Background: an optimization exercise with open tools, aiming at small area. Do not read the settings as production practice.
Where RTL was checked, it was by simulation tests only, not by an equivalence proof against the original.
The RTL of run 5 was laid out without a check of its function.
The clock cells of runs 2 to 5 come from the design's own scripts or RTL, not from TritonCTS.
The flow treats the clock pin as an ideal source. Dropping or thinning the clock tree relies on that and would not hold on a real chip.
Power figures rest on the tool's default switching activity, not on a simulated workload.

==> design.v <==
module Debouncer #(parameter N = 10, parameter K = 6) (
    input  clk,
    input  rst,
    input  signal,
    output reg signal_state,
    output signal_up
);
localparam [N-1:0] P = {(N+1)/2{2'b10}};    
reg s0_n;           
reg s1;
reg [N-1:0] f;
wire [N-1:0] c = f ^ P;
wire idle = ~(signal_state ^ s1);
wire low_zero = (f[N-2:0] == P[N-2:0]);
wire term = c[N-1] & low_zero;
wire fb = c[N-1] ^ c[K] ^ low_zero;
integer i;
always @(posedge clk) begin
    s0_n <= ~(~rst & signal);
    s1   <= ~(rst | s0_n);
    f[0] <= ~idle & fb;
    for (i = 1; i < N; i = i + 1)
        f[i] <= P[i] ? ~(~idle & f[i-1]) : ~(idle | f[i-1]);
    if (rst) signal_state <= 1'b0;
    else if (term) signal_state <= s1;
end
assign signal_up = term & signal_state & ~s1;
endmodule
module clock_divisor #(parameter W = 12, parameter K = 10, parameter [W-1:0] TERM = 12'h742) (
    input  clk,
    input  rst,
    input  restart,
    output reg out
);
localparam [W-1:0] P = {(W+1)/2{2'b10}};
reg [W-1:0] f;
wire [W-1:0] c = f ^ P;
wire tick = (f == (TERM ^ P));
wire clr = rst | restart | tick;
integer i;
always @(posedge clk) begin
    f[0] <= ~clr & ~(c[W-1] ^ c[K]);
    for (i = 1; i < W; i = i + 1)
        f[i] <= P[i] ? ~(~clr & f[i-1]) : ~(clr | f[i-1]);
    if (rst | restart) out <= 1'b0;
    else if (tick) out <= ~out;
end
endmodule
module temporizador #(parameter W = 12, parameter K = 10, parameter [W-1:0] TERM = 12'h742) (
    input  clk,
    input  rst,
    input  [1:0] value,
    input  start_timer,
    output led_blink,
    output reg t_expired
);
reg counting;        
reg started;         
reg [1:0] counter;   
reg blink_last;      
reg pulse;           
clock_divisor #(.W(W), .K(K), .TERM(TERM)) div (
    .clk(clk),
    .rst(rst),
    .restart(started),
    .out(led_blink)
);
wire [1:0] ctmp = counter + {1'b0, pulse};
wire expire = (ctmp >= value);
always @(posedge clk) begin
    blink_last <= led_blink;
    pulse      <= led_blink & ~blink_last;
    started    <= ~rst & ~counting & start_timer;
    t_expired  <= counting & expire;
    counting   <= ~rst & (counting ? ~expire : start_timer);
    counter    <= counting ? ctmp : 2'd0;
end
endmodule
module FSM(
    input clk,
    input rst,
    input ok,
    input t_expired,
    input reset,
    input [2:0] c_type,
    output reg [2:0] ing_type,
    output start_timer,
    output [7:3] ingredientes,
    output cobrar,
    output reg [2:0] c_type_saved
    );
localparam [2:0] IDLE = 3'b000, WATER = 3'b001, COFFEE = 3'b011, MILK = 3'b010,
                 CHOCO = 3'b110, SUGAR = 3'b111, CHARGE = 3'b101;
reg [2:0] ph;
reg l;
reg [2:0] ph_next;
always @(*)
	case (ph)
		WATER:   ph_next = COFFEE;
		COFFEE:  ph_next = MILK;
		MILK:    ph_next = CHOCO;
		CHOCO:   ph_next = SUGAR;
		default: ph_next = CHARGE;    
	endcase
always @(posedge clk) begin
	if (rst | reset) begin
		ph <= IDLE;
		l <= 1'b0;
	end else if (l) begin
		l <= 1'b0;
	end else if (ph == IDLE) begin
		if (ok) begin
			ph <= WATER;
			l <= 1'b1;
		end
	end else if (ph == CHARGE) begin
		ph <= IDLE;
	end else if (t_expired) begin
		ph <= ph_next;
		l <= 1'b1;
	end
	if (ph == IDLE)
		c_type_saved <= c_type;
end
always @(*)
	case (ph)
		WATER:   ing_type = 3'd1;
		COFFEE:  ing_type = 3'd2;
		MILK:    ing_type = 3'd3;
		CHOCO:   ing_type = 3'd4;
		SUGAR:   ing_type = 3'd5;
		default: ing_type = 3'd0;
	endcase
assign ingredientes = {ph == WATER, ph == COFFEE, ph == MILK, ph == CHOCO, ph == SUGAR};
assign start_timer = ~l & (ph != IDLE) & (ph != CHARGE);
assign cobrar = l & (ph == CHARGE);
endmodule
module Comparador(
    input clk,
    input rst,
    input [3:0] dinero,
    input [2:0] c_type,
    output reg ok,
    output reg [3:0] cambio
    );
reg [3:0] precio;
always @(*)
	case(c_type)
		3'b001: precio = 4'd3;
		3'b010: precio = 4'd4;
		3'b011: precio = 4'd5;
		3'b100: precio = 4'd7;
		default: precio = 4'd0;
	endcase
wire hit = (precio != 4'd0) && (dinero >= precio);
always @(posedge clk) begin
	ok     <= ~rst & hit;
	cambio <= hit ? dinero - precio : 4'd0;
end
endmodule
module Contador(
    input clk,
    input rst,
    input one,
    input five,
    input reset,
    output reg [3:0] total
    );
always @(posedge clk)
	if (rst || reset) total <= 4'd0;
	else if (five) total <= total + 4'd5;
	else if (one) total <= total + 4'd1;
endmodule
module SelectBebida(
    input [3:0] switches,
    output reg [2:0] c_type
    );
always @(*)
begin
	case (switches)
		4'b0001 : c_type = 3'b001;
		4'b0010 : c_type = 3'b010;
		4'b0100 : c_type = 3'b011;
		4'b1000 : c_type = 3'b100;
		default : c_type = 3'b000;
	endcase
end
endmodule
`timescale 1ns / 1ps
module TimeSelector(
    input [2:0] c_type,
    input [2:0] ing_type,
    output reg [1:0] t_value
    );
always @(*)
begin
		if (c_type == 3'b001)
			case(ing_type)
				3'b001: t_value = 2;
				3'b010: t_value = 3;
				3'b011: t_value = 0;
				3'b100: t_value = 0;
				3'b101: t_value = 1;
				default: t_value = 0;
			endcase
		else if (c_type == 3'b010)
			case(ing_type)
				3'b001: t_value = 2;
				3'b010: t_value = 2;
				3'b011: t_value = 1;
				3'b100: t_value = 0;
				3'b101: t_value = 1;
				default: t_value = 0;
			endcase
		else if (c_type == 3'b011)
			case(ing_type)
				3'b001: t_value = 2;
				3'b010: t_value = 1;
				3'b011: t_value = 2;
				3'b100: t_value = 0;
				3'b101: t_value = 1;
				default: t_value = 0;
			endcase
		else if (c_type == 3'b100)
			case(ing_type)
				3'b001: t_value = 1;
				3'b010: t_value = 1;
				3'b011: t_value = 1;
				3'b100: t_value = 2;
				3'b101: t_value = 1;
				default: t_value = 0;
			endcase
		else
			t_value = 0;	
end
endmodule
module binto7seg(
    input  [3:0] binary,
    output [6:0] seg
    );
wire x3 = binary[3], x2 = binary[2], x1 = binary[1], x0 = binary[0];
wire a = x3 | x1 | ~(x2 ^ x0);
wire b = ~x2 | ~(x1 ^ x0);
wire c = x2 | ~x1 | x0;
wire d = x3 | (~x2 & ~x0) | (x1 & ~x0) | (~x2 & x1) | (x2 & ~x1 & x0);
wire e = (~x2 & ~x0) | (x1 & ~x0);
wire f = x3 | (~x1 & ~x0) | (x2 & ~x1) | (x2 & ~x0);
wire g = x3 | (x2 ^ x1) | (x1 & ~x0);
assign seg = ~{g, f, e, d, c, b, a};
endmodule
module deco(
    input clk,
    input rst,
    input step,
    output reg [3:0] out
    );
always @(posedge clk)
	if (rst) out <= 4'b1111;
	else if (step) out <= {out[2:0], ~&out[2:0]};
endmodule
module seven_segment #(parameter N = 10, parameter K = 6) (
    input clk,
    input rst,
    input [3:0] in,       
    output [6:0] seg,
    output [3:0] an
  );
localparam [N-1:0] P = {(N+1)/2{2'b10}};
reg [N-1:0] f;
wire [N-1:0] c = f ^ P;
reg [3:0] unidades;
reg decenas;
wire low_zero = (f[N-3:0] == P[N-3:0]);
wire at_zero = low_zero & ~c[N-2] & ~c[N-1];
wire at_load = low_zero & c[N-2] & ~c[N-1];
wire fb = c[N-1] ^ c[K] ^ (low_zero & ~c[N-2]);
deco deco (
	.clk(clk),
	.rst(rst),
	.step(at_zero),
	.out(an)
);
integer i;
always @(posedge clk) begin
	f[0] <= ~rst & fb;
	for (i = 1; i < N; i = i + 1)
		f[i] <= P[i] ? ~(~rst & f[i-1]) : ~(rst | f[i-1]);
	if (at_load & ~an[0]) unidades <= (in > 4'd9) ? in - 4'd10 : in;
	if (at_load & ~an[1]) decenas <= (in > 4'd9);
end
wire [3:0] x = ~an[2] ? unidades : {3'b000, ~an[3] & decenas};
binto7seg toseg (
	.binary(x),
	.seg(seg)
);
endmodule
module main(
    input clk,
    input rst,
    input btnl,
    input btnd,
    input btnr,
    input btnp,
    input [3:0] speed,
    output [7:0] led,
    output [6:0] seg,
    output [3:0] an
    );
wire [3:0] bebida;
wire [3:0] total;
wire [3:0] cambio;
wire reset_wire;
wire cobrar_wire;
wire cancel_wire;
wire hundred_wire;
wire five_hundred_wire;
wire [2:0] c_type;
wire [2:0] c_type_saved;
wire t_expired;
wire [2:0] ing_type;
wire [1:0] t_value;
wire start_timer;
wire ok;
localparam DB_N = 10, DB_K = 6;
localparam DIV_W = 12, DIV_K = 10;
localparam [DIV_W-1:0] DIV_TERM = 12'h742;
localparam SEG_N = 10, SEG_K = 6;
assign led[1:0] = 2'b00;
Debouncer #(.N(DB_N), .K(DB_K)) coffee      (.clk(clk), .rst(rst), .signal(speed[0]), .signal_state(bebida[0]), .signal_up());
Debouncer #(.N(DB_N), .K(DB_K)) coffee_milk (.clk(clk), .rst(rst), .signal(speed[1]), .signal_state(bebida[1]), .signal_up());
Debouncer #(.N(DB_N), .K(DB_K)) cappuc      (.clk(clk), .rst(rst), .signal(speed[2]), .signal_state(bebida[2]), .signal_up());
Debouncer #(.N(DB_N), .K(DB_K)) mocca       (.clk(clk), .rst(rst), .signal(speed[3]), .signal_state(bebida[3]), .signal_up());
Debouncer #(.N(DB_N), .K(DB_K)) cancel      (.clk(clk), .rst(rst), .signal(btnd), .signal_state(cancel_wire), .signal_up());
Debouncer #(.N(DB_N), .K(DB_K)) reset       (.clk(clk), .rst(rst), .signal(btnp), .signal_state(reset_wire), .signal_up());
Debouncer #(.N(DB_N), .K(DB_K)) hundred_coin      (.clk(clk), .rst(rst), .signal(btnl), .signal_state(), .signal_up(hundred_wire));
Debouncer #(.N(DB_N), .K(DB_K)) five_hundred_coin (.clk(clk), .rst(rst), .signal(btnr), .signal_state(), .signal_up(five_hundred_wire));
SelectBebida selector(.switches(bebida), .c_type(c_type));
Comparador comparador (.clk(clk), .rst(rst), .dinero(total), .c_type(c_type), .cambio(cambio), .ok(ok));
Contador monedero(.clk(clk), .rst(rst), .one(hundred_wire), .five(five_hundred_wire),
	.reset(cancel_wire | cobrar_wire), .total(total));
temporizador #(.W(DIV_W), .K(DIV_K), .TERM(DIV_TERM)) temp(.clk(clk), .rst(rst), .value(t_value), .start_timer(start_timer),
	.led_blink(led[2]), .t_expired(t_expired));
TimeSelector time_select(.c_type(c_type_saved), .ing_type(ing_type), .t_value(t_value));
FSM fsm(.clk(clk), .rst(rst), .ok(ok), .c_type(c_type), .t_expired(t_expired), .reset(reset_wire),
	.ing_type(ing_type), .start_timer(start_timer), .ingredientes(led[7:3]), .cobrar(cobrar_wire),
	.c_type_saved(c_type_saved));
seven_segment #(.N(SEG_N), .K(SEG_K)) seven_seg(.clk(clk), .rst(rst), .in((cambio != 4'd0) ? cambio : total), .seg(seg), .an(an));
endmodule
==> flow/run.sh <==
#!/bin/bash
# Own flow: the standard flow, with three changes to how the layout is made:
#  1. after the standard synthesis, the combinational gates are re-mapped by
#     ABC for area (flip-flops untouched, see remap.tcl); the result is used
#     only if Yosys proves it equivalent to the standard netlist (equiv.tcl);
#  2. port buffers are the smallest buffer (buf_1) instead of the default;
#  3. clock tree synthesis uses clkbuf_4 buffers and inserts no dummy loads.
# Each tool's full output goes to a log file in the work folder.
set -euo pipefail
WORK=$(pwd)
FLOWDIR=$WORK/flow
export RES=$WORK/orfs/results/${FLOW_PLATFORM}/main/base
export ABC_SCRIPT=$FLOWDIR/area.abc

bash standard.sh synth > $WORK/log_synth.txt 2>&1
cp $RES/1_2_yosys.v $RES/1_2_yosys_std.v
if yosys -c $FLOWDIR/remap.tcl > $WORK/log_remap.txt 2>&1 &&
   yosys -c $FLOWDIR/equiv.tcl > $WORK/log_equiv.txt 2>&1; then
  cp $RES/1_2_yosys_remap.v $RES/1_2_yosys.v
  rm -f $RES/1_synth.odb $RES/1_synth.sdc
  echo "using re-mapped netlist"
else
  echo "re-map not proven; using the standard netlist"
fi

export BUFFER_PORTS_ARGS="-buffer_cell sky130_fd_sc_hd__buf_1"
export CTS_ARGS="-sink_clustering_enable -repair_clock_nets -buf_list sky130_fd_sc_hd__clkbuf_8 -dont_use_dummy_load"
bash standard.sh finish > $WORK/log_finish.txt 2>&1
==> flow/area.abc <==
strash; dch -f; map -a; strash; dch -f; map -a; strash; dch -f; map -a; topo
==> flow/equiv.tcl <==
# Prove the re-mapped netlist equivalent to the standard one (same flip-flops,
# paired by name; the gates between them must compute the same functions).
yosys -import
set lib $::env(FLOW_HOME)/platforms/sky130hd/lib/sky130_fd_sc_hd__tt_025C_1v80.lib
set res $::env(RES)
read_liberty -ignore_miss_func $lib
read_verilog $res/1_2_yosys_std.v
yosys rename $::env(FLOW_TOP) gold
read_verilog $res/1_2_yosys_remap.v
yosys rename $::env(FLOW_TOP) gate
hierarchy -check
flatten gold gate
opt_clean
yosys rename -hide w:_*
equiv_make gold gate equiv
equiv_simple -seq 2
equiv_induct
equiv_status -assert
==> flow/remap.tcl <==
# Re-map the combinational logic of the standard synthesis for area. Every
# flip-flop instance of the standard netlist is kept as it is (same name, same
# cell); only the gates between them are re-optimised and re-mapped by ABC.
yosys -import
set lib $::env(FLOW_HOME)/platforms/sky130hd/lib/sky130_fd_sc_hd__tt_025C_1v80.lib
set res $::env(RES)
set seq {sky130_fd_sc_hd__dfbbn_1 sky130_fd_sc_hd__dfbbn_2 sky130_fd_sc_hd__dfbbp_1 sky130_fd_sc_hd__dfrbp_1 sky130_fd_sc_hd__dfrbp_2 sky130_fd_sc_hd__dfrtn_1 sky130_fd_sc_hd__dfrtp_1 sky130_fd_sc_hd__dfrtp_2 sky130_fd_sc_hd__dfrtp_4 sky130_fd_sc_hd__dfsbp_1 sky130_fd_sc_hd__dfsbp_2 sky130_fd_sc_hd__dfstp_1 sky130_fd_sc_hd__dfstp_2 sky130_fd_sc_hd__dfstp_4 sky130_fd_sc_hd__dfxbp_1 sky130_fd_sc_hd__dfxbp_2 sky130_fd_sc_hd__dfxtp_1 sky130_fd_sc_hd__dfxtp_2 sky130_fd_sc_hd__dfxtp_4 sky130_fd_sc_hd__dlclkp_1 sky130_fd_sc_hd__dlclkp_2 sky130_fd_sc_hd__dlclkp_4 sky130_fd_sc_hd__dlrbn_1 sky130_fd_sc_hd__dlrbn_2 sky130_fd_sc_hd__dlrbp_1 sky130_fd_sc_hd__dlrbp_2 sky130_fd_sc_hd__dlrtn_1 sky130_fd_sc_hd__dlrtn_2 sky130_fd_sc_hd__dlrtn_4 sky130_fd_sc_hd__dlrtp_1 sky130_fd_sc_hd__dlrtp_2 sky130_fd_sc_hd__dlrtp_4 sky130_fd_sc_hd__dlxbn_1 sky130_fd_sc_hd__dlxbn_2 sky130_fd_sc_hd__dlxbp_1 sky130_fd_sc_hd__dlxtn_1 sky130_fd_sc_hd__dlxtn_2 sky130_fd_sc_hd__dlxtn_4 sky130_fd_sc_hd__dlxtp_1 sky130_fd_sc_hd__edfxbp_1 sky130_fd_sc_hd__edfxtp_1 sky130_fd_sc_hd__lpflow_inputisolatch_1 sky130_fd_sc_hd__sdfbbn_1 sky130_fd_sc_hd__sdfbbn_2 sky130_fd_sc_hd__sdfbbp_1 sky130_fd_sc_hd__sdfrbp_1 sky130_fd_sc_hd__sdfrbp_2 sky130_fd_sc_hd__sdfrtn_1 sky130_fd_sc_hd__sdfrtp_1 sky130_fd_sc_hd__sdfrtp_2 sky130_fd_sc_hd__sdfrtp_4 sky130_fd_sc_hd__sdfsbp_1 sky130_fd_sc_hd__sdfsbp_2 sky130_fd_sc_hd__sdfstp_1 sky130_fd_sc_hd__sdfstp_2 sky130_fd_sc_hd__sdfstp_4 sky130_fd_sc_hd__sdfxbp_1 sky130_fd_sc_hd__sdfxbp_2 sky130_fd_sc_hd__sdfxtp_1 sky130_fd_sc_hd__sdfxtp_2 sky130_fd_sc_hd__sdfxtp_4 sky130_fd_sc_hd__sdlclkp_1 sky130_fd_sc_hd__sdlclkp_2 sky130_fd_sc_hd__sdlclkp_4 sky130_fd_sc_hd__sedfxbp_1 sky130_fd_sc_hd__sedfxbp_2 sky130_fd_sc_hd__sedfxtp_1 sky130_fd_sc_hd__sedfxtp_2 sky130_fd_sc_hd__sedfxtp_4}
set dont_use {sky130_fd_sc_hd__lpflow_bleeder_1 sky130_fd_sc_hd__lpflow_clkbufkapwr_1 sky130_fd_sc_hd__lpflow_clkbufkapwr_16 sky130_fd_sc_hd__lpflow_clkbufkapwr_2 sky130_fd_sc_hd__lpflow_clkbufkapwr_4 sky130_fd_sc_hd__lpflow_clkbufkapwr_8 sky130_fd_sc_hd__lpflow_clkinvkapwr_1 sky130_fd_sc_hd__lpflow_clkinvkapwr_16 sky130_fd_sc_hd__lpflow_clkinvkapwr_2 sky130_fd_sc_hd__lpflow_clkinvkapwr_4 sky130_fd_sc_hd__lpflow_clkinvkapwr_8 sky130_fd_sc_hd__lpflow_decapkapwr_12 sky130_fd_sc_hd__lpflow_decapkapwr_3 sky130_fd_sc_hd__lpflow_decapkapwr_4 sky130_fd_sc_hd__lpflow_decapkapwr_6 sky130_fd_sc_hd__lpflow_decapkapwr_8 sky130_fd_sc_hd__lpflow_inputiso0n_1 sky130_fd_sc_hd__lpflow_inputiso0p_1 sky130_fd_sc_hd__lpflow_inputiso1n_1 sky130_fd_sc_hd__lpflow_inputiso1p_1 sky130_fd_sc_hd__lpflow_inputisolatch_1 sky130_fd_sc_hd__lpflow_isobufsrc_1 sky130_fd_sc_hd__lpflow_isobufsrc_16 sky130_fd_sc_hd__lpflow_isobufsrc_2 sky130_fd_sc_hd__lpflow_isobufsrc_4 sky130_fd_sc_hd__lpflow_isobufsrc_8 sky130_fd_sc_hd__lpflow_isobufsrckapwr_16 sky130_fd_sc_hd__lpflow_lsbuf_lh_hl_isowell_tap_1 sky130_fd_sc_hd__lpflow_lsbuf_lh_hl_isowell_tap_2 sky130_fd_sc_hd__lpflow_lsbuf_lh_hl_isowell_tap_4 sky130_fd_sc_hd__lpflow_lsbuf_lh_isowell_4 sky130_fd_sc_hd__lpflow_lsbuf_lh_isowell_tap_1 sky130_fd_sc_hd__lpflow_lsbuf_lh_isowell_tap_2 sky130_fd_sc_hd__lpflow_lsbuf_lh_isowell_tap_4 sky130_fd_sc_hd__probe_p_8 sky130_fd_sc_hd__probec_p_8 }
set du_args {}
foreach c $dont_use { lappend du_args -dont_use $c }
read_liberty -ignore_miss_func $lib
foreach c $seq { catch { setattr -mod -set blackbox 1 $c } }
read_verilog $res/1_2_yosys_std.v
hierarchy -top $::env(FLOW_TOP)
flatten
opt_clean
abc -script $::env(ABC_SCRIPT) -liberty $lib {*}$du_args
opt_clean -purge
# the cell modules read above were pruned by hierarchy; re-read them as blackboxes
read_liberty -lib -overwrite $lib
hilomap -singleton -hicell sky130_fd_sc_hd__conb_1 HI -locell sky130_fd_sc_hd__conb_1 LO
splitnets
opt_clean -purge
tee -o $res/remap_stat.txt stat -liberty $lib
check -assert
write_verilog -noattr -nohex -nodec $res/1_2_yosys_remap.v
==> standard.sh <==
#!/bin/bash
# synth_recipe.tcl (not shown) runs the flow's synth.tcl, then flattens the netlist and writes it again
# the make line also repeats each setting of config.mk as NAME=value (left out here)
make -C /OpenROAD-flow-scripts/flow DESIGN_CONFIG=/design/flow/config.mk WORK_HOME=/design/flow/orfs CLKGATE_MAP_FILE= SYNTH_SCRIPT=/design/flow/synth_recipe.tcl "${@:-finish}"
==> config.mk <==
export PLATFORM = sky130hd
export DESIGN_NAME = main
export DESIGN_NICKNAME = main
export VERILOG_FILES = /design/flow/design.v
export SDC_FILE = /design/flow/constraint.sdc
export NUM_CORES = 4
export LEC_CHECK = 0
export CAP_MARGIN = 20
export CORE_MARGIN = 2
export CORE_UTILIZATION = 60
export SLEW_MARGIN = 20
==> constraint.sdc <==
create_clock -name core_clock -period 10.0 [get_ports {clk}]
set_input_delay 2.0000 -clock core_clock [delete_from_list [all_inputs] [get_ports {clk}]]
set_output_delay 2.0000 -clock core_clock [all_outputs]
set_load 0.01 [all_outputs]
==> out/metrics.yaml, run 1 <==
min_period_ps: 3880
grt_use_total: 0.200
clock-sinks: 159
drive_above_1_share: 0.0415
cpPeakStageDelay_ps: 420
tightest_slew_ps: 602
fmax_mhz: 258
coreArea_um2: 8590
netlist_instances: 605
antenna_found_initial: 0
rsz0062_at_grt: "no"
slew_headroom: 0.596
crit_fanout: 5
end_kind: "output port"
drt_wl_total_mm: 8.77
diodes: 0
syn_to_final_growth_pct: 9.09
worstSetupPathType: "reg -> out"
outcome: "finished clean"
leakagePower_nw: 2.21
gp_congestion: 0.825
ant_nets: 0
post-dp-hpwl_mm: 6.26
fin_nets: 662
cts_setup_buffers: 0
ctsHtreeMaxLevel: 4
r2r-start: "mocca.signal_state$_SDFFE_PP0P_"
drv_slew: 0
cp.required_ps: 8000
worst_hold_path_type: "reg -> reg"
drt-pass1-iter-count: 5
cts_buffers: 17
grt_remaining_overflow: 0
ioPinCount: 29
numPortBuffers: 26
die_area_um2: 9530
fin_crit_sh: 0.388
hp-start: "temp.div.out$_SDFFE_PP0N_"
ff2ff_setup_slack_ps: 7710
critical-path-top-delay-family: "compound AO/OA/AOI/OAI gates"
hold_violations: 0
syn_area_um2: 5260
cts_resized: 0
rows: 34
grt_max_degree: 25
cts_tree: "yes"
grt_first_pass_wirelength_mm: 15.8
crit_arrival_ps: 1880
total_power_w: 0.00103
clk_pin_slew_ps: 60
hold_depth: 0
grt_pass1_vias: 3735
wl_per_cell_um: 11.6
reg2reg_to: "comparador.cambio[3]$_SDFF_PN0_"
yosysWarnings: 10
die_x_um: 97.6
cts_hold_buffers: 0
power_density_nw_per_um2: 180
drc: 0
rr_worst_depth: 10
hold_ws_ps: 372
clockBufferDepth: 2
cp-start-kind: "flip-flop"
vdd_drop_max_mv: 0.110
fin_util: 0.668
setup_viol: 0
drt-vias-per-instance: 5.09
setup_tns_ps: 0
worstHoldEndpoint: "temp.blink_last$_DFF_P_"
drt_iter0_drc: 139
clock_tree.root_cell: "clkbuf_8"
avgSynthCellArea_um2: 8.69
crit_buf_inv: 1
maxCapViolCount: 0
cp_slowest_cell: "o21ai_0"
die_y_um: 97.6
clock_latency_ps: 430
crit_chain: "nand2_1, o21ai_0, nor2_1, a211oi_1, buf_1"
start_util: 0.612
clock_skew_ps: 28.2
vias: 3856
worst max path at each step:
stage	start	to	slack (ps)	cells after the start
after CTS	seven_seg.deco.out[2]$_SDFFE_PP1P_	seg[0]	6120	5
after floorplan	seven_seg.deco.out[2]$_SDFFE_PP1P_	seg[0]	6740	4
after global placement	rst	monedero.total[1]$_SDFFE_PP0P_	6360	6
final	seven_seg.deco.out[2]$_SDFFE_PP1P_	seg[0]	6120	5
after global routing	seven_seg.deco.out[2]$_SDFFE_PP1P_	seg[0]	5950	5
after detailed placement	rst	monedero.total[2]$_SDFFE_PP0P_	6300	6
layout by cell type, fill, tap and decap left out, types with 8 or more instances in the layout:
cell      count
a21oi_1      25
buf_1        26
clkbuf_8     17
clkinv_1     65
dfxtp_1     151
edfxtp_1      8
nand2_1     109
nand3_1      11
nor2_1      126
nor3_1       23
o21ai_0      26
layout make-up:
class,count,area [µm²]
Tap cell,108,135
Fill cell,750,2860
Timing Repair Buffer,27,105
Sequential cell,159,3260
Inverter,65,244
Clock buffer,17,234
Multi-Input combinational cell,382,1760
worst register-to-register path: cells and delay by family (launching register included):
kind | cells | cell delay (ps)
buffers and inverters | 1 | 150
AND/OR/NAND/NOR | 8 | 1280
AO/OA/AOI/OAI | 1 | 340
flip-flops | 1 | 410
report_power, final:
part | total (W) | switching, W | leakage [nW] | internal (W)
combinational | 0.0000460 | 0.0000309 | 0.776 | 0.0000151
clock | 0.000335 | 0.000184 | 0.122 | 0.000150
sequential | 0.000654 | 0.00000624 | 1.31 | 0.000648
stage by stage:
step,instance area (µm²),worst slack [ps],std cells
after floorplan,5260,6740,606
after global placement,5500,6360,741
after detailed placement,5500,6300,741
after CTS,5740,6120,758
after global routing,5740,5950,758
final,5740,6120,758
registers in the layout (all words and copies together), names as in the netlist, 10 cells and up:
register	cells
coffee.f	10
reset.f	10
hundred_coin.f	10
coffee_milk.f	10
seven_seg.f	10
five_hundred_coin.f	10
mocca.f	10
cappuc.f	10
temp.div.f	12
cancel.f	10
metal layers:
metal	wire, µm	up-vias	global-route usage
li1	-	2040	-
met3	342	7	0.0597
met2	4090	66	0.323
met4	96	0	0.0630
met5	0	-	0
met1	4240	1743	0.259
==> run 2, diff against run 1 <==
==> flow/run.sh (replaced) <==
#!/bin/bash
# Own flow: the standard flow, with three changes to how the layout is made:
#  1. after the standard synthesis (standard.sh synth, unchanged), the gates
#     between the flip-flops are re-mapped by ABC for area with a few scripts
#     (remap.tcl; every flip-flop instance is kept as it is, same name and
#     cell); the smallest result that Yosys proves equivalent to the standard
#     netlist (equiv.tcl) replaces it; if none is proven, the standard one stays;
#  2. port buffers are the smallest buffer (buf_1) instead of the default;
#  3. the clock tree is built by cts.tcl instead of ORFS's CTS: the clock
#     port drives one root buffer, which drives a few leaf buffers, each at
#     the centre of a cluster of flip-flops and driving that cluster.
# Each tool's full output goes to a log file in the work folder.
set -euo pipefail
WORK=$(pwd)
FLOWDIR=$WORK/flow
export RES=$WORK/orfs/results/${FLOW_PLATFORM}/main/base

bash standard.sh synth > $WORK/log_synth.txt 2>&1
cp $RES/1_2_yosys.v $RES/1_2_yosys_std.v

cands=""
for s in $FLOWDIR/m*.abc; do
  t=$(basename $s .abc)
  if TAG=$t ABC_SCRIPT=$s yosys -c $FLOWDIR/remap.tcl > $WORK/log_remap_$t.txt 2>&1; then
    a=$(awk '/Chip area/ {print $NF}' $RES/remap_$t.txt)
    cands="$cands$a $t"$'\n'
  fi
done
echo "$cands" > $WORK/log_remap_areas.txt
chosen=""
for t in $(echo "$cands" | sort -g | awk 'NF==2 {print $2}'); do
  if CAND=$RES/remap_$t.v yosys -c $FLOWDIR/equiv.tcl > $WORK/log_equiv_$t.txt 2>&1; then
    chosen=$t
    break
  fi
done
if [[ -n "$chosen" ]]; then
  cp $RES/remap_$chosen.v $RES/1_2_yosys.v
  rm -f $RES/1_synth.odb $RES/1_synth.sdc
  echo "using re-mapped netlist $chosen"
else
  echo "no re-map proven; using the standard netlist"
fi

export BUFFER_PORTS_ARGS="-buffer_cell sky130_fd_sc_hd__buf_1"
bash standard.sh place > $WORK/log_place.txt 2>&1
FLOWDIR=$FLOWDIR CLK_LEAVES=8 CLK_LEAF_BUF=sky130_fd_sc_hd__clkbuf_16 CLK_ROOT_BUF=sky130_fd_sc_hd__clkbuf_8 \
  openroad -no_init -exit $FLOWDIR/cts.tcl > $WORK/log_cts.txt 2>&1
bash standard.sh finish > $WORK/log_finish.txt 2>&1
==> flow/clocktree.tcl (new file) <==
# Build a two-level clock tree by hand: the clock port drives one root buffer,
# which drives K leaf buffers, each placed at the centre of a k-means cluster
# of flip-flop clock pins and driving that cluster.
proc build_clock_tree { K leaf_master root_master } {
  set db [ord::get_db]
  set block [ord::get_db_block]
  set clk_net [$block findNet clk]
  set sinks {}
  foreach it [$clk_net getITerms] {
    set inst [$it getInst]
    set bb [$inst getBBox]
    set x [expr {([$bb xMin] + [$bb xMax]) / 2.0}]
    set y [expr {([$bb yMin] + [$bb yMax]) / 2.0}]
    lappend sinks [list $it $x $y]
  }
  set n [llength $sinks]
  # k-means, centres seeded along the sorted x+y diagonal
  set sorted [lsort -real -index 1 [lmap s $sinks {list $s [expr {[lindex $s 1] + [lindex $s 2]}]}]]
  set cx {}; set cy {}
  for {set k 0} {$k < $K} {incr k} {
    set s [lindex [lindex $sorted [expr {int(($k + 0.5) * $n / $K)}]] 0]
    lappend cx [lindex $s 1]; lappend cy [lindex $s 2]
  }
  for {set iter 0} {$iter < 50} {incr iter} {
    set sx [lrepeat $K 0.0]; set sy [lrepeat $K 0.0]; set cnt [lrepeat $K 0]
    set assign {}
    foreach s $sinks {
      set best 0; set bd 1e30
      for {set k 0} {$k < $K} {incr k} {
        set d [expr {abs([lindex $s 1] - [lindex $cx $k]) + abs([lindex $s 2] - [lindex $cy $k])}]
        if {$d < $bd} { set bd $d; set best $k }
      }
      lappend assign $best
      lset sx $best [expr {[lindex $sx $best] + [lindex $s 1]}]
      lset sy $best [expr {[lindex $sy $best] + [lindex $s 2]}]
      lset cnt $best [expr {[lindex $cnt $best] + 1}]
    }
    for {set k 0} {$k < $K} {incr k} {
      if {[lindex $cnt $k] > 0} {
        lset cx $k [expr {[lindex $sx $k] / [lindex $cnt $k]}]
        lset cy $k [expr {[lindex $sy $k] / [lindex $cnt $k]}]
      }
    }
  }
  puts "clock tree: $n sinks, cluster sizes $cnt"
  set lm [$db findMaster $leaf_master]
  set rm [$db findMaster $root_master]
  # root buffer at the centre of the leaf buffers
  set rx 0.0; set ry 0.0
  for {set k 0} {$k < $K} {incr k} { set rx [expr {$rx + [lindex $cx $k] / $K}]; set ry [expr {$ry + [lindex $cy $k] / $K}] }
  set root [odb::dbInst_create $block $rm "clkroot_buf"]
  $root setLocation [expr {int($rx)}] [expr {int($ry)}]
  $root setPlacementStatus PLACED
  set root_net [odb::dbNet_create $block "clknet_root"]
  $root_net setSigType CLOCK
  [$root findITerm A] connect $clk_net
  [$root findITerm X] connect $root_net
  set leaf_nets {}
  for {set k 0} {$k < $K} {incr k} {
    set b [odb::dbInst_create $block $lm "clkleaf_buf_$k"]
    $b setLocation [expr {int([lindex $cx $k])}] [expr {int([lindex $cy $k])}]
    $b setPlacementStatus PLACED
    set net [odb::dbNet_create $block "clknet_leaf_$k"]
    $net setSigType CLOCK
    [$b findITerm A] connect $root_net
    [$b findITerm X] connect $net
    lappend leaf_nets $net
  }
  set i 0
  foreach s $sinks {
    set it [lindex $s 0]
    $it disconnect
    $it connect [lindex $leaf_nets [lindex $assign $i]]
    incr i
  }
}
==> flow/cts.tcl (new file) <==
# Clock tree step, in place of ORFS's CTS: reads the placed design, builds a
# two-level clock tree by hand (clocktree.tcl), legalises it, repairs hold and
# writes the results under the names ORFS's later steps read.
set plat $::env(FLOW_HOME)/platforms/sky130hd
set res $::env(RES)
read_lef $plat/lef/sky130_fd_sc_hd.tlef
read_lef $plat/lef/sky130_fd_sc_hd_merged.lef
read_liberty $plat/lib/sky130_fd_sc_hd__tt_025C_1v80.lib
read_db $res/3_place.odb
read_sdc $res/3_place.sdc
source $plat/setRC.tcl
set_dont_use {sky130_fd_sc_hd__lpflow_bleeder_1 sky130_fd_sc_hd__lpflow_clkbufkapwr_1 sky130_fd_sc_hd__lpflow_clkbufkapwr_16 sky130_fd_sc_hd__lpflow_clkbufkapwr_2 sky130_fd_sc_hd__lpflow_clkbufkapwr_4 sky130_fd_sc_hd__lpflow_clkbufkapwr_8 sky130_fd_sc_hd__lpflow_clkinvkapwr_1 sky130_fd_sc_hd__lpflow_clkinvkapwr_16 sky130_fd_sc_hd__lpflow_clkinvkapwr_2 sky130_fd_sc_hd__lpflow_clkinvkapwr_4 sky130_fd_sc_hd__lpflow_clkinvkapwr_8 sky130_fd_sc_hd__lpflow_decapkapwr_12 sky130_fd_sc_hd__lpflow_decapkapwr_3 sky130_fd_sc_hd__lpflow_decapkapwr_4 sky130_fd_sc_hd__lpflow_decapkapwr_6 sky130_fd_sc_hd__lpflow_decapkapwr_8 sky130_fd_sc_hd__lpflow_inputiso0n_1 sky130_fd_sc_hd__lpflow_inputiso0p_1 sky130_fd_sc_hd__lpflow_inputiso1n_1 sky130_fd_sc_hd__lpflow_inputiso1p_1 sky130_fd_sc_hd__lpflow_inputisolatch_1 sky130_fd_sc_hd__lpflow_isobufsrc_1 sky130_fd_sc_hd__lpflow_isobufsrc_16 sky130_fd_sc_hd__lpflow_isobufsrc_2 sky130_fd_sc_hd__lpflow_isobufsrc_4 sky130_fd_sc_hd__lpflow_isobufsrc_8 sky130_fd_sc_hd__lpflow_isobufsrckapwr_16 sky130_fd_sc_hd__lpflow_lsbuf_lh_hl_isowell_tap_1 sky130_fd_sc_hd__lpflow_lsbuf_lh_hl_isowell_tap_2 sky130_fd_sc_hd__lpflow_lsbuf_lh_hl_isowell_tap_4 sky130_fd_sc_hd__lpflow_lsbuf_lh_isowell_4 sky130_fd_sc_hd__lpflow_lsbuf_lh_isowell_tap_1 sky130_fd_sc_hd__lpflow_lsbuf_lh_isowell_tap_2 sky130_fd_sc_hd__lpflow_lsbuf_lh_isowell_tap_4 sky130_fd_sc_hd__probe_p_8 sky130_fd_sc_hd__probec_p_8 }
source $::env(FLOWDIR)/clocktree.tcl
build_clock_tree $::env(CLK_LEAVES) $::env(CLK_LEAF_BUF) $::env(CLK_ROOT_BUF)
detailed_placement
set_propagated_clock [all_clocks]
estimate_parasitics -placement
report_clock_skew
report_worst_slack -max
report_worst_slack -min
repair_timing -hold
detailed_placement
check_placement -verbose
estimate_parasitics -placement
report_worst_slack -max
report_worst_slack -min
set worst 0
foreach pin [get_pins -hierarchical */CLK] {
  set s [get_property $pin slew_max]
  if {$s > $worst} {set worst $s}
}
puts "worst flip-flop clock pin slew (estimate): $worst"
write_db $res/4_1_cts.odb
write_sdc -no_timestamp $res/4_cts.sdc
--- a/flow/equiv.tcl
+++ b/flow/equiv.tcl
@@ -8,3 +8,3 @@
 yosys rename $::env(FLOW_TOP) gold
-read_verilog $res/1_2_yosys_remap.v
+read_verilog $::env(CAND)
 yosys rename $::env(FLOW_TOP) gate
@@ -17,2 +17,2 @@
 equiv_induct
-equiv_status -assert
+equiv_status -assert equiv
==> flow/m1.abc (new file) <==
strash; dch -f; map -a; strash; dch -f; map -a; strash; dch -f; map -a; topo
==> flow/m2.abc (new file) <==
strash; dc2; dch -f; map -a; strash; dc2; dch -f; map -a; strash; dc2; dch -f; map -a; topo
==> flow/m3.abc (new file) <==
strash; dch -f; amap; strash; dch -f; amap; topo
==> flow/m4.abc (new file) <==
strash; dc2; dc2; dch -f; map -a; strash; dch -f; map -a; strash; dch -f; map -a; topo
==> flow/m5.abc (new file) <==
strash; dch -f -r; map -a; strash; dch -f -r; map -a; strash; dch -f; map -a; topo
==> flow/m6.abc (new file) <==
strash; dch -f; map -a; strash; dch -f; map -a; strash; dch -f; map -a; strash; dch -f; map -a; strash; dch -f; map -a; strash; dch -f; map -a; topo
==> flow/m7.abc (new file) <==
strash; ifraig; dc2; strash; dch -f; map -a; topo
--- a/flow/remap.tcl
+++ b/flow/remap.tcl
@@ -23,4 +23,4 @@
 opt_clean -purge
-tee -o $res/remap_stat.txt stat -liberty $lib
+tee -o $res/remap_$::env(TAG).txt stat -liberty $lib
 check -assert
-write_verilog -noattr -nohex -nodec $res/1_2_yosys_remap.v
+write_verilog -noattr -nohex -nodec $res/remap_$::env(TAG).v
removed: flow/area.abc
==> out/metrics.yaml, run 2 <==
outcome: "finished clean"
drt_iter0_drc: 128
maxCapViolCount: 0
numPortBuffers: 26
cp.required_ps: 8000
clock_skew_ps: 33.9
grt_remaining_overflow: 0
largest_reg_flops: 12
vdd_drop_max_mv: 0.152
rsz0062_at_grt: "no"
avgSynthCellArea_um2: 8.69
coreArea_um2: 8590
drive_above_1_share: 0.0296
rows: 34
post-dp-hpwl_mm: 6.26
clock_latency_ps: 420
clk_pin_slew_ps: 70
diodes: 0
start_util: 0.612
fillers: 753
worstSetupPathType: "reg -> out"
grt_use_total: 0.187
layout_commonest_cell: "dfxtp_1"
cp-start-kind: "flip-flop"
wl_per_cell_um: 11.6
die_x_um: 97.6
fin_crit_sh: 0.384
drv_slew: 0
design_area_um2: 5720
grt_first_pass_wirelength_mm: 15.7
ant_nets: 0
die_y_um: 97.6
fin_nets: 654
place_area_um2: 5500
yosysWarnings: 10
drt-pass1-iter-count: 4
antenna_found_initial: 0
crit_arrival_ps: 1840
netlist_instances: 605
hold_violations: 0
grt_pass1_vias: 3705
syn_area_um2: 5260
drt_wl_total_mm: 8.73
die_area_um2: 9530
syn_to_final_growth_pct: 8.71
leakagePower_nw: 2.19
vias: 3825
final_cell_mix: "151 x dfxtp_1, 126 x nor2_1, 109 x nand2_1"
grt_max_degree: 28
setup_viol: 0
tightest_slew_ps: 604
ioPinCount: 29
top_register: "temp.div.f"
crit_fanout: 5
end_kind: "output port"
fmax_mhz: 260
setup_tns_ps: 0
min_period_ps: 3840
gp_congestion: 0.825
worst_hold_path_type: "reg -> reg"
slew_headroom: 0.595
drt-vias-per-instance: 5.10
drc: 0
power_density_nw_per_um2: 179
==> run 2: changes by cell type in the layout (fill, tap and decap cells not counted) <==
cell,delta
clkbuf_16,+8
clkbuf_8,-16
==> run 2: routing by layer <==
layer  vias up  part of all wire  GRT usage
met1      1730              0.49      0.258
met3        10             0.032     0.0245
li1       2025                 -          -
met5         -                 0          0
met4         0             0.010     0.0353
met2        60              0.46      0.319
==> run 2: worst paths after layout <==
path / start / endpoint / slack (ps) / cells after the start
worst max-delay path: seven_seg.deco.out[2]$_SDFFE_PP1P_ / seg[0] / 6160 / 5
worst min-delay path: coffee_milk.s0_n$_DFF_P_ / coffee_milk.s1$_DFF_P_ / 380 / 1
worst max register to register: mocca.signal_state$_SDFFE_PP0P_ / comparador.cambio[2]$_SDFF_PN0_ / 7660 / 10
worst min register to register: coffee_milk.s0_n$_DFF_P_ / coffee_milk.s1$_DFF_P_ / 380 / 1
==> run 2: area by class of cell <==
type	instances	area, µm²	area share
Buffer	9	214	0.0374
Inverter	65	244	0.0427
Multi-Input combinational cell	382	1760	0.307
Sequential cell	159	3260	0.571
Tap cell	108	135	0.0236
Timing Repair Buffer	27	105	0.0184
==> run 2: stage by stage <==
step	setup WS (ps)	power [W]	cells	hold WS, ps	utilization
floorplan	6740	0.000699	606	361	-
global placement	6360	0.000713	741	362	0.641
detailed placement	6300	0.000714	741	365	0.641
global route	5950	0.00107	750	382	0.665
finish	6160	0.00102	750	376	0.665
==> run 2: worst max-delay path, cell delays in order, from the launching register on <==
cell and delay [ps]:
dfxtp_1 380, nand2_1 60, o21ai_0 400, nor2_1 150
a211oi_1 270, buf_1 190
==> run 2: power breakdown <==
group	switching, W	internal (W)
Combinational	0.0000309	0.0000151
Clock	0.000175	0.000150
Sequential	0.00000620	0.000647
==> run 3, diff against run 2 <==
--- a/flow/run.sh
+++ b/flow/run.sh
@@ -10,3 +10,4 @@
 #     port drives one root buffer, which drives a few leaf buffers, each at
-#     the centre of a cluster of flip-flops and driving that cluster.
+#     the centre of a cluster of flip-flops and driving that cluster, each
+#     sized to the smallest that keeps its flip-flops' clock slew in bounds.
 # Each tool's full output goes to a log file in the work folder.
@@ -46,3 +47,3 @@
 bash standard.sh place > $WORK/log_place.txt 2>&1
-FLOWDIR=$FLOWDIR CLK_LEAVES=8 CLK_LEAF_BUF=sky130_fd_sc_hd__clkbuf_16 CLK_ROOT_BUF=sky130_fd_sc_hd__clkbuf_8 \
+FLOWDIR=$FLOWDIR CLK_LEAVES=12 CLK_LEAF_BUF=sky130_fd_sc_hd__clkbuf_8 CLK_ROOT_BUF=sky130_fd_sc_hd__clkbuf_8 CLK_SLEW_TARGET=0.105 \
   openroad -no_init -exit $FLOWDIR/cts.tcl > $WORK/log_cts.txt 2>&1
--- a/flow/clocktree.tcl
+++ b/flow/clocktree.tcl
@@ -76 +76,28 @@
 }
+# Size each leaf buffer to the smallest that keeps its flip-flops' clock pin
+# slew (estimated) under a target; buffers tried smallest first.
+proc leaf_worst_slew { leaf } {
+  set block [ord::get_db_block]
+  set net [[[$block findInst $leaf] findITerm X] getNet]
+  set worst 0
+  foreach it [$net getITerms] {
+    if {[$it isInputSignal]} {
+      set pin [get_pins [[$it getInst] getName]/[[$it getMTerm] getName]]
+      set s [get_property $pin slew_max]
+      if {$s > $worst} { set worst $s }
+    }
+  }
+  return $worst
+}
+proc size_leaves { K target masters } {
+  for {set k 0} {$k < $K} {incr k} {
+    set leaf "clkleaf_buf_$k"
+    foreach m $masters {
+      replace_cell $leaf $m
+      estimate_parasitics -placement
+      set s [leaf_worst_slew $leaf]
+      if {$s <= $target} { break }
+    }
+    puts "leaf $k: $m slew $s"
+  }
+}
--- a/flow/cts.tcl
+++ b/flow/cts.tcl
@@ -16,2 +16,5 @@
 set_propagated_clock [all_clocks]
+estimate_parasitics -placement
+size_leaves $::env(CLK_LEAVES) $::env(CLK_SLEW_TARGET) {sky130_fd_sc_hd__clkbuf_2 sky130_fd_sc_hd__clkbuf_4 sky130_fd_sc_hd__clkbuf_8 sky130_fd_sc_hd__clkbuf_16}
+detailed_placement
 estimate_parasitics -placement
==> out/metrics.yaml, run 3 <==
syn_to_final_growth_pct: 7.90
syn_area_um2: 5260
reg2reg_to: "comparador.cambio[3]$_SDFF_PN0_"
pre_cts_slack_ps: 6300
grt_pass1_vias: 3717
drive_above_1_share: 0.0356
die_area_um2: 9530
fin_crit_sh: 0.388
drt-pass1-iter-count: 4
netlist_instances: 605
slew_headroom: 0.587
ioPinCount: 29
diodes: 0
vias: 3823
end_kind: "output port"
placedCellCount: 741
use_met1: 0.260
worst_hold_path_type: "reg -> reg"
seqCellArea_um2: 3260
die_y_um: 97.6
clockPowerShare: 0.291
top_register: "temp.div.f"
rsz0062_at_grt: "no"
ff2ff_setup_slack_ps: 7710
drt_wl_total_mm: 8.70
antenna_found_initial: 0
setup_tns_ps: 0
start_util: 0.612
grt_first_pass_wirelength_mm: 15.8
layout_commonest_cell: "dfxtp_1"
cp.required_ps: 8000
switching_power_w: 0.000212
fmax_mhz: 258
gp_congestion: 0.825
combPwrFrac: 0.047
setup_slack_ps: 6120
largest_reg_flops: 12
clock_skew_ps: 18.4
fin_util: 0.660
wl_per_cell_um: 11.5
setup_viol: 0
worstSetupPathType: "reg -> out"
grtUsageMet3: 0.0237
drc: 0
gr-max-usage-layer: "met2"
clk_pin_slew_ps: 90
numPortBuffers: 26
crit_fanout: 5
post-dp-hpwl_mm: 6.26
drt-vias-per-instance: 5.07
fin_cells: 754
place_area_um2: 5500
drv_slew: 0
grt_max_degree: 25
leakagePower_nw: 2.17
ant_nets: 0
p_seq_frac: 0.662
fillers: 756
grt_use_total: 0.187
die_x_um: 97.6
multiInputGateArea_um2: 1760
min_period_ps: 3880
r2r-start: "mocca.signal_state$_SDFFE_PP0P_"
tightest_slew_ps: 615
switching_share: 0.215
grt_use_met2: 0.318
coreArea_um2: 8590
rr_worst_depth: 10
design_area_um2: 5680
worstHoldEndpoint: "cappuc.s1$_DFF_P_"
outcome: "finished clean"
clock_latency_ps: 420
power_density_nw_per_um2: 174
grt_remaining_overflow: 0
fin_nets: 658
drt_iter0_drc: 143
hold_depth: 1
avgSynthCellArea_um2: 8.69
hold_violations: 0
hp-start: "cappuc.s0_n$_DFF_P_"
yosysWarnings: 10
rows: 34
p_int_w: 0.000774
cp-start-kind: "flip-flop"
final_cell_mix: "151 x dfxtp_1, 126 x nor2_1, 109 x nand2_1"
crit_arrival_ps: 1880
maxCapViolCount: 0
vdd_drop_max_mv: 0.124
[run 3: final cells by class]
type,count,share of cell area
buffer,13,0.0302
timing repair buffer,27,0.0185
inverter,65,0.0430
multi-input combinational,382,0.310
tap,108,0.0238
sequential,159,0.575
[run 3: power groups by stage]
stage | Combinational, W | Clock (W) | Sequential, W
2_1_floorplan | 0.0000306 | 0 | 0.000669
3_3_place_gp | 0.0000452 | 0 | 0.000668
3_5_place_dp | 0.0000461 | 0 | 0.000668
5_1_grt | 0.0000523 | 0.000319 | 0.000655
6_report | 0.0000460 | 0.000287 | 0.000653
[run 3: worst max-delay path by stage]
stage,from,endpoint,slack [ps]
2_1_floorplan,seven_seg.deco.out[2]$_SDFFE_PP1P_,seg[0],6740
3_5_place_dp,rst,monedero.total[2]$_SDFFE_PP0P_,6300
5_1_grt,seven_seg.deco.out[2]$_SDFFE_PP1P_,seg[0],5900
6_report,seven_seg.deco.out[2]$_SDFFE_PP1P_,seg[0],6120
3_3_place_gp,rst,monedero.total[1]$_SDFFE_PP0P_,6360
[run 3: layer usage]
metal / vias to the layer above / wire [µm]
met5: - / 0
met4: 0 / 141
met3: 16 / 331
met2: 63 / 3950
met1: 1712 / 4270
li1: 2032 / -
[run 3: critical path: stages, from the launching register on]
cell	delay, ps
dfxtp_1	400
nand2_1	60
o21ai_0	390
nor2_1	150
a211oi_1	270
buf_1	190
[run 3: stage by stage]
step / power (W) / hold WS (ps)
after detailed placement: 0.000714 / 365
after floorplan: 0.000699 / 361
after global placement: 0.000713 / 362
final: 0.000987 / 376
after global routing: 0.00103 / 388
==> run 4, diff against run 3 <==
--- a/design.v
+++ b/design.v
@@ -54,6 +54,8 @@
     output led_blink,
-    output reg t_expired
+    output t_expired
 );
 reg counting;        
-reg started;         
+reg counting_last;
+wire started = counting & ~counting_last;      
+assign t_expired = ~counting & counting_last;  
 reg [1:0] counter;   
@@ -72,4 +74,3 @@
     pulse      <= led_blink & ~blink_last;
-    started    <= ~rst & ~counting & start_timer;
-    t_expired  <= counting & expire;
+    counting_last <= ~rst & counting;
     counting   <= ~rst & (counting ? ~expire : start_timer);
@@ -170,4 +171,3 @@
 	if (rst || reset) total <= 4'd0;
-	else if (five) total <= total + 4'd5;
-	else if (one) total <= total + 4'd1;
+	else total <= total + {1'b0, five, 1'b0, one | five};
 endmodule
@@ -254,7 +254,20 @@
     input step,
-    output reg [3:0] out
+    output [3:0] out,
+    output [1:0] phase,
+    output valid
     );
-always @(posedge clk)
-	if (rst) out <= 4'b1111;
-	else if (step) out <= {out[2:0], ~&out[2:0]};
+reg [1:0] p;
+reg v;
+always @(posedge clk) begin
+	if (rst) begin
+		p <= 2'd0;
+		v <= 1'b0;
+	end else if (step) begin
+		if (v) p <= p + 2'd1;
+		v <= 1'b1;
+	end
+end
+assign out = ~({4{v}} & (4'b0001 << p));
+assign phase = p;
+assign valid = v;
 endmodule
@@ -276,2 +289,4 @@
 wire fb = c[N-1] ^ c[K] ^ (low_zero & ~c[N-2]);
+wire [1:0] ph;
+wire v;
 deco deco (
@@ -280,3 +295,5 @@
 	.step(at_zero),
-	.out(an)
+	.out(an),
+	.phase(ph),
+	.valid(v)
 );
@@ -287,6 +304,6 @@
 		f[i] <= P[i] ? ~(~rst & f[i-1]) : ~(rst | f[i-1]);
-	if (at_load & ~an[0]) unidades <= (in > 4'd9) ? in - 4'd10 : in;
-	if (at_load & ~an[1]) decenas <= (in > 4'd9);
+	if (at_load & (ph == 2'd0)) unidades <= (in > 4'd9) ? in - 4'd10 : in;
+	if (at_load & (ph == 2'd1)) decenas <= (in > 4'd9);
 end
-wire [3:0] x = ~an[2] ? unidades : {3'b000, ~an[3] & decenas};
+wire [3:0] x = (v & (ph == 2'd2)) ? unidades : {3'b000, v & (ph == 2'd3) & decenas};
 binto7seg toseg (
--- a/flow/run.sh
+++ b/flow/run.sh
@@ -47,3 +47,3 @@
 bash standard.sh place > $WORK/log_place.txt 2>&1
-FLOWDIR=$FLOWDIR CLK_LEAVES=12 CLK_LEAF_BUF=sky130_fd_sc_hd__clkbuf_8 CLK_ROOT_BUF=sky130_fd_sc_hd__clkbuf_8 CLK_SLEW_TARGET=0.105 \
+FLOWDIR=$FLOWDIR CLK_LEAVES=12 CLK_LEAF_BUF=sky130_fd_sc_hd__clkbuf_8 CLK_ROOT_BUF=sky130_fd_sc_hd__clkbuf_8 CLK_SLEW_TARGET=0.115 \
   openroad -no_init -exit $FLOWDIR/cts.tcl > $WORK/log_cts.txt 2>&1
==> out/metrics.yaml, run 4 <==
cp_slowest_cell: "dfxtp_1"
ioPinCount: 29
ff2ff_setup_slack_ps: 7630
avgSynthCellArea_um2: 9.25
rows: 34
drt_iter0_drc: 99
seqCellArea_um2: 3220
grt_remaining_overflow: 0
syn_area_um2: 5240
netlist_instances: 566
crit_arrival_ps: 2110
top_register: "temp.div.f"
cp.depth: 7
drt-pass1-iter-count: 4
crit_chain: "clkinv_1, nand4_1, clkinv_1, nor2_1, nor2_1, nor4_1, buf_1"
vdd_drop_max_mv: 0.129
drt_wl_total_mm: 8.69
crit_buf_inv: 3
layout_commonest_cell: "dfxtp_1"
drc: 0
tightest_slew_ps: 856
die_x_um: 97.4
hold_depth: 0
crit_fanout: 6
min_period_ps: 4110
fmax_mhz: 243
maxCapViolCount: 0
fin_crit_sh: 0.411
place_area_um2: 5480
numPortBuffers: 26
yosysWarnings: 10
antenna_found_initial: 0
setup_tns_ps: 0
cp.required_ps: 8000
clock_latency_ps: 430
grt_max_degree: 28
fin_nets: 619
clk_pin_slew_ps: 100
drv_slew: 0
hold_violations: 0
cpPeakStageDelay_ps: 420
final_cell_mix: "149 x dfxtp_1, 124 x nor2_1, 60 x clkinv_1"
drive_above_1_share: 0.0231
multiInputGateArea_um2: 1790
design_area_um2: 5630
post-dp-hpwl_mm: 6.29
grt_pass1_vias: 3617
slew_headroom: 0.423
coreArea_um2: 8590
die_area_um2: 9490
start_util: 0.609
wl_per_cell_um: 12.2
end_kind: "output port"
leakagePower_nw: 2.00
grt_use_total: 0.183
worst_hold_path_type: "reg -> reg"
total_power_w: 0.000946
vias: 3772
power_density_nw_per_um2: 168
fillers: 733
pre_cts_slack_ps: 6010
rsz0062_at_grt: "no"
drt-vias-per-instance: 5.28
setup_slack_ps: 5890
diodes: 0
outcome: "finished clean"
grt_first_pass_wirelength_mm: 15.2
clock_skew_ps: 27.0
cp-start-kind: "flip-flop"
syn_to_final_growth_pct: 7.60
die_y_um: 97.4
critical-path-top-delay-family: "simple AND/OR/NAND/NOR gates"
largest_reg_flops: 12
worstSetupPathType: "reg -> out"
setup_viol: 0
rr_worst_depth: 10
gp_congestion: 0.842
ant_nets: 0
[run 4: changes by cell type in the layout (fill, tap and decap cells not counted), sizes merged, moves of 4 or more]
cell    change
a21oi       -4
xnor2       -7
clkinv      -5
or2        +17
nand2b     +25
nand2      -72
a211oi     +11
nand4       +6
o21ai      -15
[run 4: stage by stage]
step,hold WS [ps],utilization,instances
2_1_floorplan,358,-,567
3_3_place_gp,357,0.638,702
3_5_place_dp,368,0.638,702
5_1_grt,392,0.656,715
6_report,381,0.656,715
[run 4: final timing paths]
kind | start | end
setup / recovery | seven_seg.deco.p[0]$_SDFFE_PP0P_ | seg[0]
hold / removal | temp.div.out$_SDFFE_PP0N_ | temp.blink_last$_DFF_P_
setup reg to reg | cappuc.signal_state$_SDFFE_PP0P_ | comparador.cambio[2]$_SDFF_PN0_
hold reg to reg | temp.div.out$_SDFFE_PP0N_ | temp.blink_last$_DFF_P_
[run 4: cell type report]
class / count / share of cell area
inverters: 60 / 0.0400
flip-flops and latches: 157 / 0.572
repair buffers: 27 / 0.0187
multi-input cells: 350 / 0.318
well taps: 108 / 0.0240
plain buffers: 13 / 0.0273
[run 4: power breakdown]
group / leakage (nW) / internal (W) / switching, W
Clock: 0.0831 / 0.0000992 / 0.000172
Sequential: 1.30 / 0.000638 / 0.00000626
Combinational: 0.620 / 0.0000118 / 0.0000193
Total: 2.00 / 0.000749 / 0.000198
[run 4: routing by layer]
layer  global-route usage  share of wire  wire, µm  up-vias
li1                     -              -         -     1970
met1                0.243           0.48      4140     1745
met2                0.323           0.47      4080       44
met3               0.0259          0.039       337       13
met4               0.0353          0.016       139        0
met5                    0              0         0        -
==> run 5, diff against run 4 <==
--- a/design.v
+++ b/design.v
@@ -15,3 +15,3 @@
 wire term = c[N-1] & low_zero;
-wire fb = c[N-1] ^ c[K] ^ low_zero;
+wire fb = c[N-1] ^ (c[K] | low_zero);       
 integer i;
@@ -125,11 +125,3 @@
 end
-always @(*)
-	case (ph)
-		WATER:   ing_type = 3'd1;
-		COFFEE:  ing_type = 3'd2;
-		MILK:    ing_type = 3'd3;
-		CHOCO:   ing_type = 3'd4;
-		SUGAR:   ing_type = 3'd5;
-		default: ing_type = 3'd0;
-	endcase
+always @(*) ing_type = ph;    
 assign ingredientes = {ph == WATER, ph == COFFEE, ph == MILK, ph == CHOCO, ph == SUGAR};
@@ -188,3 +180,2 @@
 endmodule
-`timescale 1ns / 1ps
 module TimeSelector(
@@ -195,42 +186,21 @@
 always @(*)
-begin
-		if (c_type == 3'b001)
-			case(ing_type)
-				3'b001: t_value = 2;
-				3'b010: t_value = 3;
-				3'b011: t_value = 0;
-				3'b100: t_value = 0;
-				3'b101: t_value = 1;
-				default: t_value = 0;
-			endcase
-		else if (c_type == 3'b010)
-			case(ing_type)
-				3'b001: t_value = 2;
-				3'b010: t_value = 2;
-				3'b011: t_value = 1;
-				3'b100: t_value = 0;
-				3'b101: t_value = 1;
-				default: t_value = 0;
-			endcase
-		else if (c_type == 3'b011)
-			case(ing_type)
-				3'b001: t_value = 2;
-				3'b010: t_value = 1;
-				3'b011: t_value = 2;
-				3'b100: t_value = 0;
-				3'b101: t_value = 1;
-				default: t_value = 0;
-			endcase
-		else if (c_type == 3'b100)
-			case(ing_type)
-				3'b001: t_value = 1;
-				3'b010: t_value = 1;
-				3'b011: t_value = 1;
-				3'b100: t_value = 2;
-				3'b101: t_value = 1;
-				default: t_value = 0;
-			endcase
-		else
-			t_value = 0;	
-end
+	case (c_type)
+		3'd1: case (ing_type)
+			3'b001: t_value = 2;  3'b011: t_value = 3;  3'b111: t_value = 1;
+			default: t_value = 0;
+		endcase
+		3'd2: case (ing_type)
+			3'b001: t_value = 2;  3'b011: t_value = 2;  3'b010: t_value = 1;  3'b111: t_value = 1;
+			default: t_value = 0;
+		endcase
+		3'd3: case (ing_type)
+			3'b001: t_value = 2;  3'b011: t_value = 1;  3'b010: t_value = 2;  3'b111: t_value = 1;
+			default: t_value = 0;
+		endcase
+		3'd4: case (ing_type)
+			3'b001: t_value = 1;  3'b011: t_value = 1;  3'b010: t_value = 1;  3'b110: t_value = 2;  3'b111: t_value = 1;
+			default: t_value = 0;
+		endcase
+		default: t_value = 0;
+	endcase
 endmodule
@@ -288,3 +258,3 @@
 wire at_load = low_zero & c[N-2] & ~c[N-1];
-wire fb = c[N-1] ^ c[K] ^ (low_zero & ~c[N-2]);
+wire fb = c[N-1] ^ (c[K] | (low_zero & ~c[N-2]));    
 wire [1:0] ph;
--- a/flow/run.sh
+++ b/flow/run.sh
@@ -5,4 +5,5 @@
 #     (remap.tcl; every flip-flop instance is kept as it is, same name and
-#     cell); the smallest result that Yosys proves equivalent to the standard
-#     netlist (equiv.tcl) replaces it; if none is proven, the standard one stays;
+#     cell), in two rounds (the second starts from the first's smallest); the
+#     smallest result that Yosys proves equivalent to the standard netlist
+#     (equiv.tcl) replaces it; if none is proven, the standard one stays;
 #  2. port buffers are the smallest buffer (buf_1) instead of the default;
@@ -22,8 +23,14 @@
 cands=""
-for s in $FLOWDIR/m*.abc; do
-  t=$(basename $s .abc)
-  if TAG=$t ABC_SCRIPT=$s yosys -c $FLOWDIR/remap.tcl > $WORK/log_remap_$t.txt 2>&1; then
-    a=$(awk '/Chip area/ {print $NF}' $RES/remap_$t.txt)
-    cands="$cands$a $t"$'\n'
-  fi
+# round 1 from the standard netlist, round 2 from round 1's smallest
+IN=$RES/1_2_yosys_std.v
+for round in 1 2; do
+  for s in $FLOWDIR/m*.abc; do
+    t=r${round}$(basename $s .abc)
+    if IN=$IN TAG=$t ABC_SCRIPT=$s yosys -c $FLOWDIR/remap.tcl > $WORK/log_remap_$t.txt 2>&1; then
+      a=$(awk '/Chip area/ {print $NF}' $RES/remap_$t.txt)
+      cands="$cands$a $t"$'\n'
+    fi
+  done
+  best=$(echo "$cands" | sort -g | awk 'NF==2 {print $2; exit}')
+  [[ -n "$best" ]] && IN=$RES/remap_$best.v
 done
--- a/flow/remap.tcl
+++ b/flow/remap.tcl
@@ -12,3 +12,3 @@
 foreach c $seq { catch { setattr -mod -set blackbox 1 $c } }
-read_verilog $res/1_2_yosys_std.v
+read_verilog $::env(IN)
 hierarchy -top $::env(FLOW_TOP)
==> out/metrics.yaml, run 5 <==
outcome: "finished clean"
tightest_slew_ps: 755
vdd_drop_max_mv: 0.110
ant_nets: 0
clock_skew_ps: 29.6
largest_reg_flops: 12
antenna_found_initial: 0
grt_max_degree: 26
crit_arrival_ps: 2500
ff2ff_setup_slack_ps: 7790
final_cell_mix: "149 x dfxtp_1, 114 x nor2_1, 99 x nand2_1"
die_y_um: 96.9
top_register: "temp.div.f"
drt-vias-per-instance: 5.10
crit_fanout: 4
numPortBuffers: 26
setup_viol: 0
rsz0062_at_grt: "no"
drive_above_1_share: 0.0346
fin_cells: 740
syn_to_final_growth_pct: 7.36
hold_violations: 0
yosysWarnings: 10
crit_path_frequent_cell: "clkinv_1"
ioPinCount: 29
die_x_um: 96.9
maxCapViolCount: 0
place_area_um2: 5420
fmax_mhz: 222
drt_iter0_drc: 166
fin_util: 0.670
worstSetupPathType: "reg -> out"
coreArea_um2: 8300
clock_latency_ps: 410
netlist_instances: 594
grt_pass1_vias: 3508
crit_chain: "clkinv_1, nor3_1, clkinv_1, o21ai_0, clkinv_1, a211oi_1, buf_1"
drc: 0
start_util: 0.624
cp.required_ps: 8000
syn_area_um2: 5180
gp_congestion: 0.863
post-dp-hpwl_mm: 6.20
leakagePower_nw: 2.09
rows: 33
cp-start-kind: "flip-flop"
end_kind: "output port"
design_area_um2: 5560
grt_first_pass_wirelength_mm: 15.0
power_density_nw_per_um2: 167
cpPeakStageDelay_ps: 400
die_area_um2: 9400
fin_nets: 647
grt_remaining_overflow: 0
drt_wl_total_mm: 8.41
fillers: 723
diodes: 0
wl_per_cell_um: 11.4
slew_headroom: 0.492
layout_commonest_cell: "dfxtp_1"
drt-pass1-iter-count: 5
grt_use_total: 0.179
avgSynthCellArea_um2: 8.72
vias: 3774
clk_pin_slew_ps: 110
fin_crit_sh: 0.450
placedCellCount: 727
min_period_ps: 4500
setup_tns_ps: 0
worst_hold_path_type: "reg -> reg"
cp_slowest_cell: "o21ai_0"
drv_slew: 0
-- run 5: final cells by class --
cell class,instances,area [µm²],area share
multi-input cells,370,1710,0.307
well taps,105,131,0.0236
flip-flops and latches,157,3220,0.579
plain buffers,13,141,0.0254
inverters,68,255,0.0459
repair buffers,27,105,0.0189
-- run 5: report_power, final --
group          switching (W)  leakage [nW]  internal, W
Sequential        0.00000512          1.29     0.000637
Combinational      0.0000196         0.721    0.0000101
Clock               0.000169        0.0779    0.0000910
Total               0.000193          2.09     0.000739
-- run 5: worst paths after layout --
path                                                        end                             startpoint  cells past startpoint
worst min-delay path                           reset.s1$_DFF_P_                     reset.s0_n$_DFF_P_                      1
worst min register to register                 reset.s1$_DFF_P_                     reset.s0_n$_DFF_P_                      1
worst max-delay path                                     seg[0]       seven_seg.deco.p[1]$_SDFFE_PP0P_                      7
worst max register to register  comparador.cambio[2]$_SDFF_PN0_  coffee_milk.signal_state$_SDFFE_PP0P_                     13
-- run 5: routing by layer --
layer	vias up	wire length (µm)	share of wire	track usage
li1	2010	-	-	-
met1	1693	4130	0.49	0.252
met2	57	3770	0.45	0.304
met3	14	358	0.043	0.0217
met4	0	159	0.019	0.0303
met5	-	0	0	0
-- run 5: worst max-delay path, delay by kind of cell (launching register included) --
family,cells,cell delay (ps)
AOI/OAI and AO/OA,2,650
and+or+nand+nor,1,320
buffers and inverters,4,720
DFF,1,390
-- run 5: metrics by stage --
step / setup WS (ps) / total power [W] / hold WS (ps)
2_1_floorplan: 6180 / 0.000677 / 363
3_3_place_gp: 6130 / 0.000686 / 360
3_5_place_dp: 5920 / 0.000687 / 366
5_1_grt: 5190 / 0.000971 / 383
6_report: 5500 / 0.000932 / 365

[re-timing with driven ports]
No port has a modelled driver above. Below, the same layouts with a new extraction and two added sets of constraints. Step 1: set_driving_cell puts a clkbuf_16 on clk and a buf_2 on each other input, an assumption about the parent block. Step 2 also shifts input and output timing later by t, the mid clock arrival at the registers, as if the neighbouring blocks saw the same clock. Three values: no drivers, after step 1, after step 2; two values: the first two.
| run | shift t [ns] | setup slack, ns | worst setup path after step 2 | worst register clock-pin slew, ns | pins driven straight from the clock port |
|---|---|---|---|---|---|
| run 1 | 0.445 | 6.122 / 6.088 / 6.304 | input to register | 0.09 / 0.09 | 1 |
| run 2 | 0.435 | 6.157 / 6.128 / 6.330 | input to register | 0.09 / 0.09 | 1 |
| run 3 | 0.438 | 6.125 / 6.095 / 6.297 | input to register | 0.09 / 0.09 | 1 |
| run 4 | 0.446 | 5.886 / 5.856 / 6.024 | input to register | 0.10 / 0.10 | 1 |
| run 5 | 0.429 | 5.498 / 5.467 / 5.897 | register to output | 0.11 / 0.11 | 1 |
After both steps setup and hold are still met in every run listed.
